This design comes from an exercise in tuning for small area on the open sky130 flow, not from production work.
Where RTL was checked, it was by simulation tests only, not by an equivalence proof against the original.
The clock port is modelled as an ideal driver; clocking choices that lean on that would not hold on a real chip.
Power is estimated from default activity; no workload was simulated.

job 9539:
## jt51
module jt51(
    input               rst,     
    input               clk,     
    input               cen,     
    input               cen_p1,  
    input               cs_n,    
    input               wr_n,    
    input               a0,
    input       [7:0]   din,  
    output      [7:0]   dout,  
    output              ct1,
    output              ct2,
    output              irq_n,   
    output              sample,  
    output  signed  [15:0] left,
    output  signed  [15:0] right,
    output  signed  [15:0] xleft,
    output  signed  [15:0] xright,
    output  [15:0] dacleft,
    output  [15:0] dacright
);
Size in the first run: about 11000 cells after synthesis, about 4000 flip-flops, roughly 120 I/O pins, about 0.13 mm2 of cells after synthesis.
Settings: LEC_CHECK=0, CAP_MARGIN=20, CORE_MARGIN=2, CORE_UTILIZATION=40, CTS_BUF_LIST=sky130_fd_sc_hd__clkbuf_4 sky130_fd_sc_hd__clkbuf_8, CTS_CLUSTER_SIZE=20, SLEW_MARGIN=20, SYNTH_MEMORY_MAX_BITS=65536; clock period 12.0 ns.
run.sh (not shown) runs the stock make flow with config.mk's settings and CLKGATE_MAP_FILE= SYNTH_SCRIPT=/design/flow/synth_recipe.tcl, a recipe that flattens the netlist after the stock synthesis.
Here is what was changed in the inputs of job 116 compared with job 9539.
Settings: removing CTS_CLUSTER_SIZE (formerly 20); setting ABC_AREA to 1 for the first time; removing CTS_BUF_LIST (formerly sky130_fd_sc_hd__clkbuf_4 sky130_fd_sc_hd__clkbuf_8).
### Flow results
- Area added between synthesis and finish sits lower in job 116 than in job 9539.
- Worst setup slack was lower in job 9539 than in job 116.
- Die width across job 116 and job 9539: no real change.
- Utilization (lower): job 116
- Job 116 -> job 9539: total standard cell area after synthesis flat
- Lower final critical path time including I/O delays and setup was reported by job 116, not job 9539.
- Run comparison: job 9539 endpoint of the most critical setup path u_pg.keycode_II[11]; job 116 endpoint of the most critical setup path u_pg.keycode_II[12]
- Compared with job 9539, job 116 shows a lower final cycle utilization of the critical path.
- Diff job 9539 -> job 116: number of cells on the critical path rose 17; global-route total usage across every layer fell by 0.44 points.
#### Input delta (job 9230 over job 116)
Settings: a deleted ABC_AREA that had been 1.
Notes after the runs:
Worst vdd rail ir drop went down by more than 10% going from job 116 to job 9230. Job 116 → job 9230: wire length went up; cell area after layout went up.

* * *

## exp/garnet
Another version of the RTL of jt51 (not shown whole).
For scale: roughly 12,000 cells after synthesis, ~4,000 flip-flops, about 120 I/O pins, ~130,000 um2 of cells after synthesis.
// jt51
module jt51(
    input               rst,     
    input               clk,     
    input               cen,     
    input               cen_p1,  
    input               cs_n,    
    input               wr_n,    
    input               a0,
    input       [7:0]   din,  
    output      [7:0]   dout,  
    output              ct1,
    output              ct2,
    output              irq_n,   
    output              sample,  
    output  signed  [15:0] left,
    output  signed  [15:0] right,
    output  signed  [15:0] xleft,
    output  signed  [15:0] xright,
    output  [15:0] dacleft,
    output  [15:0] dacright
);
Settings: LEC_CHECK=0, ABC_AREA=1, CAP_MARGIN=20, CORE_MARGIN=2, CORE_UTILIZATION=40, SLEW_MARGIN=20, SYNTH_MEMORY_MAX_BITS=65536; clock period 12.0 ns.
standard.sh (not shown) runs the stock make flow with config.mk's settings and CLKGATE_MAP_FILE= SYNTH_SCRIPT=/design/flow/synth_recipe.tcl, a recipe that flattens the netlist after the stock synthesis.
==> flow/flow/run.sh <==
#!/bin/bash
# The standard layout (standard.sh), with one change: the clock tree is
# built without dummy loads (clock_tree_synthesis -dont_use_dummy_load) and
# with larger sink clusters. The make output goes to standard.log; ORFS
# writes each step's own log under orfs/logs/.
set -euo pipefail
export CTS_ARGS="-sink_clustering_enable -repair_clock_nets -dont_use_dummy_load -sink_clustering_size 30 -sink_clustering_max_diameter 60"
bash standard.sh finish > standard.log 2>&1
## Diff of input files: exp/cedar against exp/garnet
Settings: CORE_UTILIZATION: 40 -> 60.
==> results.txt <==
Taking exp/garnet as the reference point, the placeable core region of exp/cedar falls by 33%. exp/garnet → exp/cedar: global-route wire length before repair rose 36,000 um; post-layout minimum cycle time went down 100 ps. Setup slack: exp/cedar more than exp/garnet. exp/cedar: no failed stages, no open violations at the end. Going from exp/garnet to exp/cedar, final net count shrank slightly. Cmp exp/cedar vs exp/garnet: core utilization higher in exp/cedar. Compared with exp/garnet, exp/cedar shows antenna diode count higher by 4. exp/cedar ended with less post-synthesis to final-layout area growth than exp/garnet.
diff inputs: exp/cedar => exp/tundra
Settings: CORE_UTILIZATION: 60 -> 40; CTS_CLUSTER_SIZE: unset -> 30; CTS_CLUSTER_DIAMETER: unset -> 60.
==> flow/run.sh (new file) <==
#!/bin/bash
# synth_recipe.tcl (not shown) runs the flow's synth.tcl, then flattens the netlist and writes it again
# the make line also repeats each setting of config.mk as NAME=value (left out here)
make -C /OpenROAD-flow-scripts/flow DESIGN_CONFIG=/design/flow/config.mk WORK_HOME=/design/flow/orfs CLKGATE_MAP_FILE= SYNTH_SCRIPT=/design/flow/synth_recipe.tcl finish
removed: flow/flow/run.sh
removed: flow/standard.sh
--- outcome ---
- Count of clock-buffer cells in the layout for exp/tundra is higher than for exp/cedar.
- [exp/tundra vs exp/cedar] weighted congestion reported at the end of routability-driven placement: lower in exp/tundra
- exp/tundra vs exp/cedar, detail-routed via count per cell went down by 11%.
- Compared with exp/cedar, in exp/tundra growth of design area from synthesis to finish up 5.1 points; proportion of cell area occupied by multi-input gates down 1.3 points; register share of the cell area down 2.8 points.
No run of this note included a check of the RTL's function; only the layout flow was run.

* * *

## xenon
Another version of the RTL of jt51 (not shown whole).
Size in the first run: roughly 12000 cells after synthesis, about 4000 flip-flops.
Settings: LEC_CHECK=0, ABC_AREA=1, CAP_MARGIN=0, CORE_MARGIN=2, CORE_UTILIZATION=60, SLEW_MARGIN=0, SYNTH_MEMORY_MAX_BITS=65536; clock period 12.0 ns.
==> flow/flow/run.sh <==
#!/bin/bash
# The standard layout (standard.sh), with one change: the clock tree is
# built without dummy loads (clock_tree_synthesis -dont_use_dummy_load) and
# with larger sink clusters. The make output goes to standard.log; ORFS
# writes each step's own log under orfs/logs/.
set -euo pipefail
export CTS_ARGS="-sink_clustering_enable -repair_clock_nets -dont_use_dummy_load -sink_clustering_size 24 -sink_clustering_max_diameter 60"
bash standard.sh finish > standard.log 2>&1
The final layout from xenon, which completed every stage, passed the timing, DRC and antenna checks at the end of the flow.
[inputs] juniper vs xenon
--- a/flow/flow/run.sh
+++ b/flow/flow/run.sh
@@ -5,4 +5,4 @@
 # writes each step's own log under orfs/logs/.
 set -euo pipefail
-export CTS_ARGS="-sink_clustering_enable -repair_clock_nets -dont_use_dummy_load -sink_clustering_size 24 -sink_clustering_max_diameter 60"
+export CTS_ARGS="-sink_clustering_enable -repair_clock_nets -dont_use_dummy_load -sink_clustering_size 32 -sink_clustering_max_diameter 50"
 bash standard.sh finish > standard.log 2>&1
Findings:
Diff juniper..xenon | multi-input logic area | unchanged. Diff xenon -> juniper: total routing resource utilization after global routing held steady; arrival time of the worst setup path went down by 0.03 ns; number of diodes added for antenna fixing moved down; via count has remained practically unchanged. Compared with xenon, juniper shows a lower sequential share of layout area. In terms of clock input transition at the sequential cells of the worst setup and hold paths, xenon and juniper differ only marginally.
Inputs modified between juniper and lagoon:
--- a/flow/flow/run.sh
+++ b/flow/flow/run.sh
@@ -5,4 +5,4 @@
 # writes each step's own log under orfs/logs/.
 set -euo pipefail
-export CTS_ARGS="-sink_clustering_enable -repair_clock_nets -dont_use_dummy_load -sink_clustering_size 32 -sink_clustering_max_diameter 50"
+export CTS_ARGS="-sink_clustering_enable -repair_clock_nets -dont_use_dummy_load -sink_clustering_size 30 -sink_clustering_max_diameter 60"
 bash standard.sh finish > standard.log 2>&1
==> comparison <==
Diff juniper -> lagoon: wire length went down by 1.1%, number of buffer and inverter stages on the critical path went down by 2.
Post-layout instance area is lower on lagoon
Amount of wire on met2 after detailed routing (lagoon vs. juniper) decreases slightly
Between juniper and lagoon, part of the cycle the worst path needs increased.
On fraction of power consumed by the clock network, the lower figure sits with lagoon, not juniper.
Re cell count after synthesis: no difference whatsoever between lagoon and juniper.
In lagoon relative to juniper, post-layout total power had gone down by a few percent.
lagoon — via count 366 lower, juniper as reference

[re-timing with driven ports]
Ports are ideal in the flow. The routed layouts listed here were re-timed in OpenROAD.
Step 1, drivers: a clkbuf_16 drives clk and a buf_2 each remaining input, both assumed.
Step 2 times the ports against the registers' clock, not the clock port: input delays grow and output delays shrink by t, the midpoint of the rising clock arrivals with the driver on.
a / b / c = ideal ports / drivers / drivers and shift; a / b = the first two.
run	shift t [ns]	setup slack, ns	latest minus earliest clock arrival (ns)	worst data-port slew with drivers (ns)	pins driven straight from the clock port
job 9539	1.246	1.992 / 1.992 / 1.992	0.113 / 0.114	0.06	1
job 116	0.960	2.166 / 2.166 / 2.166	0.104 / 0.104	0.13	1
job 9230	1.022	2.049 / 2.049 / 2.049	0.077 / 0.077	0.06	1
exp/garnet	0.948	1.968 / 1.968 / 1.968	0.152 / 0.152	0.12	1
exp/cedar	0.942	2.070 / 2.070 / 2.070	0.173 / 0.173	0.07	1
exp/tundra	0.975	1.951 / 1.951 / 1.951	0.105 / 0.104	0.12	1
xenon	0.938	2.088 / 2.088 / 2.088	0.195 / 0.196	0.12	1
juniper	0.925	2.094 / 2.094 / 2.094	0.172 / 0.172	0.12	1
lagoon	0.925	1.990 / 1.990 / 1.990	0.162 / 0.162	0.12	1
After both steps setup and hold are still met in every run listed.
